Background: an optimization exercise with open tools, aiming at small area and a short achievable clock period. Do not read the settings as production practice.
Where RTL was checked, it was by simulation tests only, not by an equivalence proof against the original.
Power is estimated from default activity; no workload was simulated.

## job 102
==> module uart_tx, before the edit <==
module uart_tx (
    input  wire        rst,
    input  wire        clk,
    input  wire [7:0]  data,
    input  wire [24:0] b,
    input  wire        z,
    input  wire        valid,
    input  wire [1:0]  stop_bits,
    input  wire        parity_en,
    input  wire        parity_type,  
    output wire        ready,
    output wire        tx
);
localparam [1:0] START = 2'd0, DATA = 2'd1, PARITY = 2'd2, STOP = 2'd3;
reg [1:0]  state;
reg [7:0]  data_r;       
wire       bit_cur = data_r[cnt];
reg        parity_bit;
reg [2:0]  cnt;          
reg        valid_prev;
reg        rdy;          
reg        busy_o;       
reg        tx_n;         
assign ready = ~busy_o;
assign tx    = ~tx_n;
wire   busy  = ~rdy;
reg [24:0] d;
reg        neg;
wire last = busy & neg & ~z;    
reg       tick;
reg [2:0] cmax;
always @(*) begin
    tick = 1'b1;
    cmax = 3'd0;
    if (state == STOP) begin
        case ({parity_en, stop_bits})
            3'b100:         begin tick = 1'b1;                      cmax = 3'd0; end
            3'b101, 3'b000: begin tick = (cnt == 3'd1);             cmax = 3'd1; end
            3'b110:         begin tick = (cnt != 3'd1);             cmax = 3'd2; end
            3'b001:         begin tick = (cnt == 3'd2);             cmax = 3'd2; end
            default:        begin tick = (cnt == 3'd1) | (cnt == 3'd4); cmax = 3'd4; end
        endcase
    end
end
wire        reload = ~busy | last;
wire [24:0] d_next;
wire        neg_next;
uart_acc acc (
    .d(d), .load(reload), .b(b), .sub1(~reload & tick), .sub2(reload),
    .q(d_next), .neg(neg_next)
);
wire start = ~busy & valid & ~valid_prev;
always @(posedge clk or posedge rst) begin
    if (rst) begin
        tx_n       <= 1'b0;
        busy_o     <= 1'b0;
        rdy        <= 1'b1;
        valid_prev <= 1'b0;
    end else begin
        valid_prev <= valid;
        if (!busy) begin
            tx_n <= 1'b0;
            if (start) begin
                busy_o <= 1'b1;
                rdy    <= 1'b0;
            end
        end else begin
            case (state)
                START:   tx_n <= 1'b1;
                DATA:    tx_n <= ~bit_cur;
                PARITY:  tx_n <= ~parity_bit;
                default: tx_n <= 1'b0;
            endcase
            if (last && state == STOP) begin
                busy_o <= 1'b0;
                rdy    <= 1'b1;
            end
        end
    end
end
always @(posedge clk) begin
    d   <= d_next;
    neg <= neg_next;
    if (!busy) state <= START;
    else if (last) begin
        case (state)
            START:   state <= DATA;
            DATA:    if (cnt == 3'd7) state <= parity_en ? PARITY : STOP;
            PARITY:  state <= STOP;
            default: ;
        endcase
    end
    if (!busy) begin
        cnt <= 3'd0;
        if (start) begin
            data_r     <= data;
            parity_bit <= parity_type;
        end
    end else if (last) begin
        if (state == DATA) begin
            parity_bit <= parity_bit ^ bit_cur;
            cnt        <= cnt + 3'd1;
        end
    end else if (state == STOP) begin
        cnt <= (cnt == cmax) ? 3'd0 : cnt + 3'd1;
    end
end
endmodule
Settings: LEC_CHECK=0, CAP_MARGIN=20, CORE_MARGIN=2, CORE_UTILIZATION=60, CTS_BUF_LIST=sky130_fd_sc_hd__clkbuf_4, CTS_CLUSTER_DIAMETER=100, CTS_CLUSTER_SIZE=30, PLACE_DENSITY=0.7, SLEW_MARGIN=20; clock period 120.0 ns.
standard.sh (not shown) runs the stock make flow with config.mk's settings and CLKGATE_MAP_FILE= SYNTH_SCRIPT=/design/flow/synth_recipe.tcl, a recipe that flattens the netlist after the stock synthesis.
==> flow/flow/run.sh <==
#!/bin/bash
# The standard layout (standard.sh: the standard flow's synthesis and ORFS flow) with two
# changes:
#  - the port buffers that placement inserts on every input and output are
#    sky130_fd_sc_hd__buf_1 instead of the default buffer cell;
set -euo pipefail
export BUFFER_PORTS_ARGS="-buffer_cell sky130_fd_sc_hd__buf_1"
export CTS_ARGS="-sink_clustering_enable -repair_clock_nets -sink_clustering_size 30 -sink_clustering_max_diameter 100 -buf_list sky130_fd_sc_hd__clkbuf_4 -dont_use_dummy_load"
bash standard.sh > standard.log 2>&1
For job 105, these inputs were changed with respect to job 102:
--- a/flow/design.v
+++ b/flow/design.v
@@ -12,10 +12,9 @@
     output wire        tx
 );
 localparam [1:0] START = 2'd0, DATA = 2'd1, PARITY = 2'd2, STOP = 2'd3;
 reg [1:0]  state;
-reg [7:0]  data_r;       
-wire       bit_cur = data_r[cnt];
+reg [7:0]  shift_reg;
 reg        parity_bit;
 reg [2:0]  cnt;          
 reg        valid_prev;
 reg        rdy;          
@@ -66,9 +65,9 @@
             end
         end else begin
             case (state)
                 START:   tx_n <= 1'b1;
-                DATA:    tx_n <= ~bit_cur;
+                DATA:    tx_n <= ~shift_reg[0];
                 PARITY:  tx_n <= ~parity_bit;
                 default: tx_n <= 1'b0;
             endcase
             if (last && state == STOP) begin
@@ -92,14 +91,15 @@
     end
     if (!busy) begin
         cnt <= 3'd0;
         if (start) begin
-            data_r     <= data;
+            shift_reg  <= data;
             parity_bit <= parity_type;
         end
     end else if (last) begin
         if (state == DATA) begin
-            parity_bit <= parity_bit ^ bit_cur;
+            shift_reg  <= {1'b0, shift_reg[7:1]};
+            parity_bit <= parity_bit ^ shift_reg[0];
             cnt        <= cnt + 3'd1;
         end
     end else if (state == STOP) begin
         cnt <= (cnt == cmax) ? 3'd0 : cnt + 3'd1;
Notes after the runs:
Least setup slack across all paths after layout, job 102 and job 105: lower on job 105
Job 105 ends up with a post-synthesis sequential area ratio that is 0.32 points higher than in job 102.
Total of plain and repair buffers excluding clock buffers, job 102 and job 105, lower one = job 102.
In job 105, the core occupancy in the finished layout came out 1.3 points above the value in job 102.
Job 102 -> job 105: number of global-route vias before repair decreased slightly
Job 105 against job 102: maximum vdd drop lower; die area lower.
Function not checked in job 102: the RTL went through the layout flow alone.


uart_top, a different RTL version from the one above (not shown whole).
Size: roughly 660 cells after synthesis, roughly 120 flip-flops, about 61 I/O pins, about 6400 µm² of cells after synthesis.
==> module uart_tx, before the edit <==
module uart_tx (
    input  wire        rst,
    input  wire        clk,
    input  wire [7:0]  data,
    input  wire [24:0] b,
    input  wire        z,
    input  wire        valid,
    input  wire [1:0]  stop_bits,
    input  wire        parity_en,
    input  wire        parity_type,  
    output wire        ready,
    output wire        tx
);
localparam [1:0] START = 2'd0, DATA = 2'd1, PARITY = 2'd2, STOP = 2'd3;
reg [1:0]  state;
reg [7:0]  shift_reg;
reg        parity_bit;
reg [2:0]  cnt;          
reg        valid_prev;
reg        rdy;          
reg        busy_o;       
reg        tx_n;         
assign ready = ~busy_o;
assign tx    = ~tx_n;
wire   busy  = ~rdy;
reg [24:0] d;
reg        neg;
wire last = busy & neg & ~z;    
reg       tick;
reg [2:0] cmax;
always @(*) begin
    tick = 1'b1;
    cmax = 3'd0;
    if (state == STOP) begin
        case ({parity_en, stop_bits})
            3'b100:         begin tick = 1'b1;                      cmax = 3'd0; end
            3'b101, 3'b000: begin tick = (cnt == 3'd1);             cmax = 3'd1; end
            3'b110:         begin tick = (cnt != 3'd1);             cmax = 3'd2; end
            3'b001:         begin tick = (cnt == 3'd2);             cmax = 3'd2; end
            default:        begin tick = (cnt == 3'd1) | (cnt == 3'd4); cmax = 3'd4; end
        endcase
    end
end
wire        reload = ~busy | last;
wire [24:0] d_next;
wire        neg_next;
uart_acc acc (
    .d(d), .load(reload), .b(b), .sub1(~reload & tick), .sub2(reload),
    .q(d_next), .neg(neg_next)
);
wire start = ~busy & valid & ~valid_prev;
always @(posedge clk or posedge rst) begin
    if (rst) begin
        tx_n       <= 1'b0;
        busy_o     <= 1'b0;
        rdy        <= 1'b1;
        valid_prev <= 1'b0;
    end else begin
        valid_prev <= valid;
        if (!busy) begin
            tx_n <= 1'b0;
            if (start) begin
                busy_o <= 1'b1;
                rdy    <= 1'b0;
            end
        end else begin
            case (state)
                START:   tx_n <= 1'b1;
                DATA:    tx_n <= ~shift_reg[0];
                PARITY:  tx_n <= ~parity_bit;
                default: tx_n <= 1'b0;
            endcase
            if (last && state == STOP) begin
                busy_o <= 1'b0;
                rdy    <= 1'b1;
            end
        end
    end
end
always @(posedge clk) begin
    d   <= d_next;
    neg <= neg_next;
    if (!busy) state <= START;
    else if (last) begin
        case (state)
            START:   state <= DATA;
            DATA:    if (cnt == 3'd7) state <= parity_en ? PARITY : STOP;
            PARITY:  state <= STOP;
            default: ;
        endcase
    end
    if (!busy) begin
        cnt <= 3'd0;
        if (start) begin
            shift_reg  <= data;
            parity_bit <= parity_type;
        end
    end else if (last) begin
        if (state == DATA) begin
            shift_reg  <= {1'b0, shift_reg[7:1]};
            parity_bit <= parity_bit ^ shift_reg[0];
            cnt        <= cnt + 3'd1;
        end
    end else if (state == STOP) begin
        cnt <= (cnt == cmax) ? 3'd0 : cnt + 3'd1;
    end
end
endmodule
==> module uart_rx, before the edit <==
module uart_rx (
    input  wire        rst,
    input  wire        clk,
    input  wire        rx,
    input  wire [24:0] b,
    input  wire        z,
    input  wire        valid,
    input  wire [1:0]  stop_bits,
    input  wire        parity_en,
    input  wire        parity_type,
    output reg         parity_valid,
    output wire        ready,
    output reg  [7:0]  rx_data
);
localparam [2:0] IDLE = 3'd0, START = 3'd1, DATA = 3'd2, PARITY = 3'd3, STOP = 3'd4;
reg [2:0]  state;
reg [2:0]  cnt;
reg        parity_bit;
reg        parity_calc;
reg        rx_prev;
reg        busy_o;       
assign ready = ~busy_o;
reg [24:0] d;
reg        neg;
reg       tick;
reg [2:0] cmax;
always @(*) begin
    tick = 1'b1;
    cmax = 3'd0;
    if (state == STOP) begin
        case (stop_bits)
            2'd1:    begin tick = (cnt == 3'd1); cmax = 3'd1; end
            2'd2:    begin tick = (cnt != 3'd1); cmax = 3'd2; end
            default: begin tick = 1'b1;          cmax = 3'd0; end
        endcase
    end
end
wire in_start = (state == START);
wire idle     = (state == IDLE);
wire last     = neg & ~z & ~idle;
wire [26:0] x = idle ? {2'b00, b} : last ? 27'd0 : {2'b00, d};
wire [26:0] y = (idle | in_start | last) ? {1'b0, b, 1'b0} : tick ? {2'b00, b} : 27'd0;
wire [27:0] c;
assign c[0] = 1'b0;
genvar i;
generate
    for (i = 0; i < 27; i = i + 1) begin : g
        assign c[i+1] = (x[i] & y[i]) | (x[i] & c[i]) | (y[i] & c[i]);
    end
endgenerate
wire [26:0] s = x ^ y ^ c[26:0];
wire [24:0] d_next   = s[24:0];
localparam [26:0] K = 27'd109217727;
wire [27:0] gc;
assign gc[0] = 1'b0;
generate
    for (i = 0; i < 27; i = i + 1) begin : g_gt
        assign gc[i+1] = K[i] ? (s[i] | gc[i]) : (s[i] & gc[i]);
    end
endgenerate
wire        neg_next = gc[27];
always @(posedge clk or posedge rst) begin
    if (rst) begin
        state       <= IDLE;
        rx_data     <= 8'd0;
        busy_o      <= 1'b0;
        parity_bit  <= 1'b0;
        parity_calc <= 1'b0;
        rx_prev     <= 1'b1;
    end else begin
        rx_prev <= rx;
        case (state)
            IDLE: begin
                busy_o  <= 1'b0;
                rx_data <= 8'd0;
                if (valid && rx_prev && !rx) begin
                    state       <= START;
                    parity_calc <= 1'b0;
                    busy_o      <= 1'b1;
                end
            end
            START: if (last) state <= (valid && !rx) ? DATA : IDLE;
            DATA: if (last) begin
                if (valid) begin
                    rx_data[cnt] <= rx;
                    parity_calc  <= parity_calc ^ rx;
                end
                if (cnt == 3'd7) state <= parity_en ? PARITY : STOP;
            end
            PARITY: if (last) begin
                if (valid) parity_bit <= rx;
                state <= STOP;
            end
            default: if (last) begin
                state  <= IDLE;
                busy_o <= 1'b0;
            end
        endcase
    end
end
always @(posedge clk) begin
    parity_valid <= ~parity_en | (parity_calc ^ parity_bit ^ ~parity_type);
    d   <= d_next;
    neg <= neg_next;
    if (idle || in_start) cnt <= 3'd0;
    else if (state == DATA) begin
        if (last) cnt <= cnt + 3'd1;
    end else if (state == STOP) begin
        if (!last) cnt <= (cnt == cmax) ? 3'd0 : cnt + 3'd1;
    end
end
endmodule
==> flow/config.mk <==
export PLATFORM = sky130hd
export DESIGN_NAME = uart_top
export DESIGN_NICKNAME = uart_top
export VERILOG_FILES = /design/flow/design.v
export SDC_FILE = /design/flow/constraint.sdc
export NUM_CORES = 4
export LEC_CHECK = 0
export CAP_MARGIN = 20
export CORE_MARGIN = 2
export CORE_UTILIZATION = 60
export CTS_BUF_LIST = sky130_fd_sc_hd__clkbuf_4
export CTS_CLUSTER_DIAMETER = 100
export CTS_CLUSTER_SIZE = 30
export PLACE_DENSITY = 0.7
export SLEW_MARGIN = 20
==> flow/constraint.sdc <==
create_clock -name core_clock -period 120.0 [get_ports {clk}]
set_input_delay 24.0000 -clock core_clock [delete_from_list [all_inputs] [get_ports {clk}]]
set_output_delay 24.0000 -clock core_clock [all_outputs]
set_load 0.01 [all_outputs]
Scripts as last shown in full above: flow/flow/run.sh
Next try:
--- a/flow/design.v
+++ b/flow/design.v
@@ -25,21 +25,21 @@
 wire   busy  = ~rdy;
 reg [24:0] d;
 reg        neg;
 wire last = busy & neg & ~z;    
 reg       tick;
-reg [2:0] cmax;
-always @(*) begin
+reg [2:0] cmax;          
+always @(*) begin        
     tick = 1'b1;
     cmax = 3'd0;
     if (state == STOP) begin
         case ({parity_en, stop_bits})
-            3'b100:         begin tick = 1'b1;                      cmax = 3'd0; end
-            3'b101, 3'b000: begin tick = (cnt == 3'd1);             cmax = 3'd1; end
-            3'b110:         begin tick = (cnt != 3'd1);             cmax = 3'd2; end
-            3'b001:         begin tick = (cnt == 3'd2);             cmax = 3'd2; end
-            default:        begin tick = (cnt == 3'd1) | (cnt == 3'd4); cmax = 3'd4; end
+            3'b100:         begin tick = 1'b1;                      cmax = 3'd0; end  
+            3'b101, 3'b000: begin tick = (cnt == 3'd1);             cmax = 3'd1; end  
+            3'b110:         begin tick = (cnt != 3'd1);             cmax = 3'd2; end  
+            3'b001:         begin tick = (cnt == 3'd2);             cmax = 3'd2; end  
+            default:        begin tick = (cnt == 3'd1) | (cnt == 3'd4); cmax = 3'd4; end  
         endcase
     end
 end
 wire        reload = ~busy | last;
 wire [24:0] d_next;
@@ -205,11 +205,11 @@
             end
         endcase
     end
 end
 always @(posedge clk) begin
-    parity_valid <= ~parity_en | (parity_calc ^ parity_bit ^ ~parity_type);
+    parity_valid <= ~parity_en | (parity_calc ^ parity_bit ^ ~parity_type);  
     d   <= d_next;
     neg <= neg_next;
     if (idle || in_start) cnt <= 3'd0;
     else if (state == DATA) begin
         if (last) cnt <= cnt + 3'd1;
Outcome: The changed run passed the timing, design-rule and antenna checks; cell count does not change; cell area stays the same; power is unchanged; combinational power is about the same; area after synthesis stays the same; wire length is unchanged.
For the first run of this note, only the layout was checked, not whether the RTL still works.


The RTL this note starts from:
==> flow/design.v <==
module uart_tx (
    input  wire        rst,
    input  wire        clk,
    input  wire [7:0]  data,
    input  wire [24:0] b,
    input  wire        z,
    input  wire        valid,
    input  wire [1:0]  stop_bits,
    input  wire        parity_en,
    input  wire        parity_type,  
    output reg         ready,
    output reg         tx
);
localparam [1:0] START = 2'd0, DATA = 2'd1, PARITY = 2'd2, STOP = 2'd3;
reg [1:0]  state;
reg [7:0]  shift_reg;
reg        parity_bit;
reg [2:0]  cnt;          
reg        valid_prev;
reg        busy;         
reg [24:0] d;
reg        neg;
wire last = busy & neg & ~z;    
reg       tick;
reg [2:0] cmax;
always @(*) begin
    tick = 1'b1;
    cmax = 3'd0;
    if (state == STOP) begin
        case ({parity_en, stop_bits})
            3'b100:         begin tick = 1'b1;                      cmax = 3'd0; end
            3'b101, 3'b000: begin tick = (cnt == 3'd1);             cmax = 3'd1; end
            3'b110:         begin tick = (cnt != 3'd1);             cmax = 3'd2; end
            3'b001:         begin tick = (cnt == 3'd2);             cmax = 3'd2; end
            default:        begin tick = (cnt == 3'd1) | (cnt == 3'd4); cmax = 3'd4; end
        endcase
    end
end
wire        reload = ~busy | last;
wire [24:0] d_next;
wire        neg_next;
uart_acc acc (
    .d(d), .load(reload), .b(b), .sub1(~reload & tick), .sub2(reload),
    .q(d_next), .neg(neg_next)
);
wire start = ~busy & valid & ~valid_prev;
always @(posedge clk or posedge rst) begin
    if (rst) begin
        tx         <= 1'b1;
        ready      <= 1'b1;
        busy       <= 1'b0;
        valid_prev <= 1'b0;
    end else begin
        valid_prev <= valid;
        if (!busy) begin
            tx <= 1'b1;
            if (start) begin
                ready <= 1'b0;
                busy  <= 1'b1;
            end
        end else begin
            case (state)
                START:   tx <= 1'b0;
                DATA:    tx <= shift_reg[0];
                PARITY:  tx <= parity_bit;
                default: tx <= 1'b1;
            endcase
            if (last && state == STOP) begin
                ready <= 1'b1;
                busy  <= 1'b0;
            end
        end
    end
end
always @(posedge clk) begin
    d   <= d_next;
    neg <= neg_next;
    if (!busy) state <= START;
    else if (last) begin
        case (state)
            START:   state <= DATA;
            DATA:    if (cnt == 3'd7) state <= parity_en ? PARITY : STOP;
            PARITY:  state <= STOP;
            default: ;
        endcase
    end
    if (!busy) begin
        cnt <= 3'd0;
        if (start) begin
            shift_reg  <= data;
            parity_bit <= parity_type;
        end
    end else if (last) begin
        if (state == DATA) begin
            shift_reg  <= {1'b0, shift_reg[7:1]};
            parity_bit <= parity_bit ^ shift_reg[0];
            cnt        <= cnt + 3'd1;
        end
    end else if (state == STOP) begin
        cnt <= (cnt == cmax) ? 3'd0 : cnt + 3'd1;
    end
end
endmodule
module uart_rx (
    input  wire        rst,
    input  wire        clk,
    input  wire        rx,
    input  wire [24:0] b,
    input  wire        z,
    input  wire        valid,
    input  wire [1:0]  stop_bits,
    input  wire        parity_en,
    input  wire        parity_type,
    output reg         parity_valid,
    output reg         ready,
    output reg  [7:0]  rx_data
);
localparam [2:0] IDLE = 3'd0, START = 3'd1, DATA = 3'd2, PARITY = 3'd3, STOP = 3'd4;
reg [2:0]  state;
reg [2:0]  cnt;
reg        parity_bit;
reg        parity_calc;
reg        rx_prev;
reg [24:0] d;
reg        neg;
reg       tick;
reg [2:0] cmax;
always @(*) begin
    tick = 1'b1;
    cmax = 3'd0;
    if (state == STOP) begin
        case (stop_bits)
            2'd1:    begin tick = (cnt == 3'd1); cmax = 3'd1; end
            2'd2:    begin tick = (cnt != 3'd1); cmax = 3'd2; end
            default: begin tick = 1'b1;          cmax = 3'd0; end
        endcase
    end
end
wire in_start = (state == START);
wire idle     = (state == IDLE);
wire [25:0] bw;
assign bw[0] = 1'b0;
genvar i;
generate
    for (i = 0; i < 25; i = i + 1) begin : g_lt
        assign bw[i+1] = (d[i] & b[i]) | (d[i] & bw[i]) | (b[i] & bw[i]);
    end
endgenerate
wire last = (neg | (in_start & bw[25])) & ~z & ~idle;
wire reload = idle | last;
wire [24:0] d_next;
wire        neg_next;
uart_acc acc (
    .d(d), .load(reload), .b(b),
    .sub1(~reload & ~in_start & tick), .sub2(reload | in_start),
    .q(d_next), .neg(neg_next)
);
always @(posedge clk or posedge rst) begin
    if (rst) begin
        state       <= IDLE;
        rx_data     <= 8'd0;
        ready       <= 1'b1;
        parity_bit  <= 1'b0;
        parity_calc <= 1'b0;
        rx_prev     <= 1'b1;
    end else begin
        rx_prev <= rx;
        case (state)
            IDLE: begin
                ready   <= 1'b1;
                rx_data <= 8'd0;
                if (valid && rx_prev && !rx) begin
                    state       <= START;
                    parity_calc <= 1'b0;
                    ready       <= 1'b0;
                end
            end
            START: if (last) state <= (valid && !rx) ? DATA : IDLE;
            DATA: if (last) begin
                if (valid) begin
                    rx_data[cnt] <= rx;
                    parity_calc  <= parity_calc ^ rx;
                end
                if (cnt == 3'd7) state <= parity_en ? PARITY : STOP;
            end
            PARITY: if (last) begin
                if (valid) parity_bit <= rx;
                state <= STOP;
            end
            default: if (last) begin
                state <= IDLE;
                ready <= 1'b1;
            end
        endcase
    end
end
always @(posedge clk) begin
    parity_valid <= ~parity_en | (parity_calc ^ parity_bit ^ ~parity_type);
    d   <= d_next;
    neg <= neg_next;
    if (idle || in_start) cnt <= 3'd0;
    else if (state == DATA) begin
        if (last) cnt <= cnt + 3'd1;
    end else if (state == STOP) begin
        if (!last) cnt <= (cnt == cmax) ? 3'd0 : cnt + 3'd1;
    end
end
endmodule
module uart_top (
    input  wire        clk,
    input  wire        rst,
    input  wire [31:0] baudrate,
    input  wire [1:0]  stop_bits,
    input  wire        parity_en,
    input  wire        parity_type,
    input  wire [7:0]  tx_data,
    input  wire        tx_valid,
    output wire        tx_ready,
    output wire        tx,
    input  wire        rx,
    input  wire        rx_valid,
    output wire        rx_ready,
    output wire [7:0]  rx_data,
    output wire        rx_parity_valid
);
reg [24:0] b;        
reg        b_hi;     
reg [1:0]  sb;
reg        pe;
always @(posedge clk) begin
    b    <= baudrate[24:0];
    b_hi <= |baudrate[31:25];
    sb   <= stop_bits;
    pe   <= parity_en;
end
wire z = b_hi | (b > 25'd25000000);
uart_tx u_tx (
    .rst(rst), .clk(clk), .data(tx_data), .b(b), .z(z), .valid(tx_valid),
    .stop_bits(sb), .parity_en(pe), .parity_type(parity_type),
    .ready(tx_ready), .tx(tx)
);
uart_rx u_rx (
    .rst(rst), .clk(clk), .rx(rx), .b(b), .z(z), .valid(rx_valid),
    .stop_bits(sb), .parity_en(pe), .parity_type(parity_type),
    .parity_valid(rx_parity_valid), .ready(rx_ready), .rx_data(rx_data)
);
endmodule
module uart_acc (
    input  wire [24:0] d,
    input  wire        load,
    input  wire [24:0] b,
    input  wire        sub1,
    input  wire        sub2,
    output wire [24:0] q,
    output wire        neg
);
localparam [24:0] E0 = 25'd8554431;    
wire [26:0] x = {2'b11, load ? E0 : d};
wire [26:0] y = (sub1 ? {2'b00, b} : 27'd0) | (sub2 ? {1'b0, b, 1'b0} : 27'd0);
wire [27:0] c;
assign c[0] = 1'b0;
genvar i;
generate
    for (i = 0; i < 27; i = i + 1) begin : g
        assign c[i+1] = (x[i] & y[i]) | (x[i] & c[i]) | (y[i] & c[i]);
    end
endgenerate
wire [26:0] s = x ^ y ^ c[26:0];
assign q   = s[24:0];
assign neg = ~s[26];
endmodule
clock: 120.0 ns
lec_check: 0
cap_margin: 20
core_margin: 2
core_utilization: 60
cts_buf_list: sky130_fd_sc_hd__clkbuf_4
cts_cluster_diameter: 100
cts_cluster_size: 30
place_density: 0.7
slew_margin: 20
==> flow/flow/run.sh <==
#!/bin/bash
# The standard layout (standard.sh: the standard flow's synthesis and ORFS flow), with the
# port buffers that placement inserts on every input and output made
# sky130_fd_sc_hd__buf_1 instead of the default buffer cell.
set -euo pipefail
export BUFFER_PORTS_ARGS="-buffer_cell sky130_fd_sc_hd__buf_1"
bash standard.sh > standard.log 2>&1
Next try:
--- a/flow/design.v
+++ b/flow/design.v
@@ -8,8 +8,8 @@
     input  wire [1:0]  stop_bits,
     input  wire        parity_en,
     input  wire        parity_type,  
-    output reg         ready,
-    output reg         tx
+    output wire        ready,
+    output wire        tx
 );
 localparam [1:0] START = 2'd0, DATA = 2'd1, PARITY = 2'd2, STOP = 2'd3;
 reg [1:0]  state;
@@ -17,7 +17,12 @@
 reg        parity_bit;
 reg [2:0]  cnt;          
 reg        valid_prev;
-reg        busy;         
+reg        rdy;          
+reg        busy_o;       
+reg        tx_n;         
+assign ready = ~busy_o;
+assign tx    = ~tx_n;
+wire   busy  = ~rdy;
 reg [24:0] d;
 reg        neg;
 wire last = busy & neg & ~z;    
@@ -46,28 +51,28 @@
 wire start = ~busy & valid & ~valid_prev;
 always @(posedge clk or posedge rst) begin
     if (rst) begin
-        tx         <= 1'b1;
-        ready      <= 1'b1;
-        busy       <= 1'b0;
+        tx_n       <= 1'b0;
+        busy_o     <= 1'b0;
+        rdy        <= 1'b1;
         valid_prev <= 1'b0;
     end else begin
         valid_prev <= valid;
         if (!busy) begin
-            tx <= 1'b1;
+            tx_n <= 1'b0;
             if (start) begin
-                ready <= 1'b0;
-                busy  <= 1'b1;
+                busy_o <= 1'b1;
+                rdy    <= 1'b0;
             end
         end else begin
             case (state)
-                START:   tx <= 1'b0;
-                DATA:    tx <= shift_reg[0];
-                PARITY:  tx <= parity_bit;
-                default: tx <= 1'b1;
+                START:   tx_n <= 1'b1;
+                DATA:    tx_n <= ~shift_reg[0];
+                PARITY:  tx_n <= ~parity_bit;
+                default: tx_n <= 1'b0;
             endcase
             if (last && state == STOP) begin
-                ready <= 1'b1;
-                busy  <= 1'b0;
+                busy_o <= 1'b0;
+                rdy    <= 1'b1;
             end
         end
     end
@@ -112,7 +117,7 @@
     input  wire        parity_en,
     input  wire        parity_type,
     output reg         parity_valid,
-    output reg         ready,
+    output wire        ready,
     output reg  [7:0]  rx_data
 );
 localparam [2:0] IDLE = 3'd0, START = 3'd1, DATA = 3'd2, PARITY = 3'd3, STOP = 3'd4;
@@ -121,6 +126,8 @@
 reg        parity_bit;
 reg        parity_calc;
 reg        rx_prev;
+reg        busy_o;       
+assign ready = ~busy_o;
 reg [24:0] d;
 reg        neg;
 reg       tick;
@@ -159,7 +166,7 @@
     if (rst) begin
         state       <= IDLE;
         rx_data     <= 8'd0;
-        ready       <= 1'b1;
+        busy_o      <= 1'b0;
         parity_bit  <= 1'b0;
         parity_calc <= 1'b0;
         rx_prev     <= 1'b1;
@@ -167,12 +174,12 @@
         rx_prev <= rx;
         case (state)
             IDLE: begin
-                ready   <= 1'b1;
+                busy_o  <= 1'b0;
                 rx_data <= 8'd0;
                 if (valid && rx_prev && !rx) begin
                     state       <= START;
                     parity_calc <= 1'b0;
-                    ready       <= 1'b0;
+                    busy_o      <= 1'b1;
                 end
             end
             START: if (last) state <= (valid && !rx) ? DATA : IDLE;
@@ -188,8 +195,8 @@
                 state <= STOP;
             end
             default: if (last) begin
-                state <= IDLE;
-                ready <= 1'b1;
+                state  <= IDLE;
+                busy_o <= 1'b0;
             end
         endcase
     end
Effect: Hold slack gets worse by 0.033 ns. Sequential power is lower by 9.9%. Die area goes down by 6.8%. Cell area decreases by 7.2%. Cell count decreases by 7.0%. Routed wire length went down by 19%. Clock power goes down by 14%. Sequential share of layout area rises by 2.6 points. Utilization goes up by 0.89 points. Clock-buffer cell count grows by 2. Sequential cell count does not change. Worst setup slack is better by 0.073 ns. Fmax hardly moves. Combinational power is lower by 46%.

-- static timing again, ports no longer ideal --
How much do the figures lean on ideal ports? The routed layouts below were timed once more, with nothing changed but the port constraints.
Step 1 (the two cells are an assumption about what drives the block):
set clk [get_ports {clk}]
set_driving_cell -lib_cell sky130_fd_sc_hd__clkbuf_16 $clk
set_driving_cell -lib_cell sky130_fd_sc_hd__buf_2 [delete_from_list [all_inputs] $clk]
Step 2 times the ports against the registers' clock, not the clock port: input delays grow and output delays shrink by t, the midpoint of the rising clock arrivals with the driver on.
Three values: no drivers, after step 1, after step 2; two values: the first two.
| run | t (ns) | setup slack, ns | worst hold slack (ns) | slew at the worst register clock pin (ns) | worst slew at a driven data input, ns |
|---|---|---|---|---|---|
| job 102 | 0.557 | 94.906 / 94.872 / 94.536 | 0.477 / 0.477 / 0.477 | 0.11 / 0.11 | 0.04 |
| job 105 | 0.545 | 94.883 / 94.849 / 94.829 | 0.473 / 0.473 / 0.473 | 0.10 / 0.10 | 0.04 |
| the first run of note 2 | 0.538 | 94.891 / 94.856 / 94.483 | 0.509 / 0.509 / 0.509 | 0.10 / 0.10 | 0.04 |
| the second run of note 2 | 0.538 | 94.891 / 94.856 / 94.483 | 0.509 / 0.509 / 0.509 | 0.10 / 0.10 | 0.04 |
| the first run of note 3 | 0.571 | 94.766 / 94.728 / 94.786 | 0.511 / 0.511 / 0.511 | 0.12 / 0.12 | 0.03 |
| the second run of note 3 | 0.574 | 94.840 / 94.808 / 94.818 | 0.478 / 0.478 / 0.478 | 0.11 / 0.11 | 0.04 |
After both steps setup and hold are still met in every run listed.
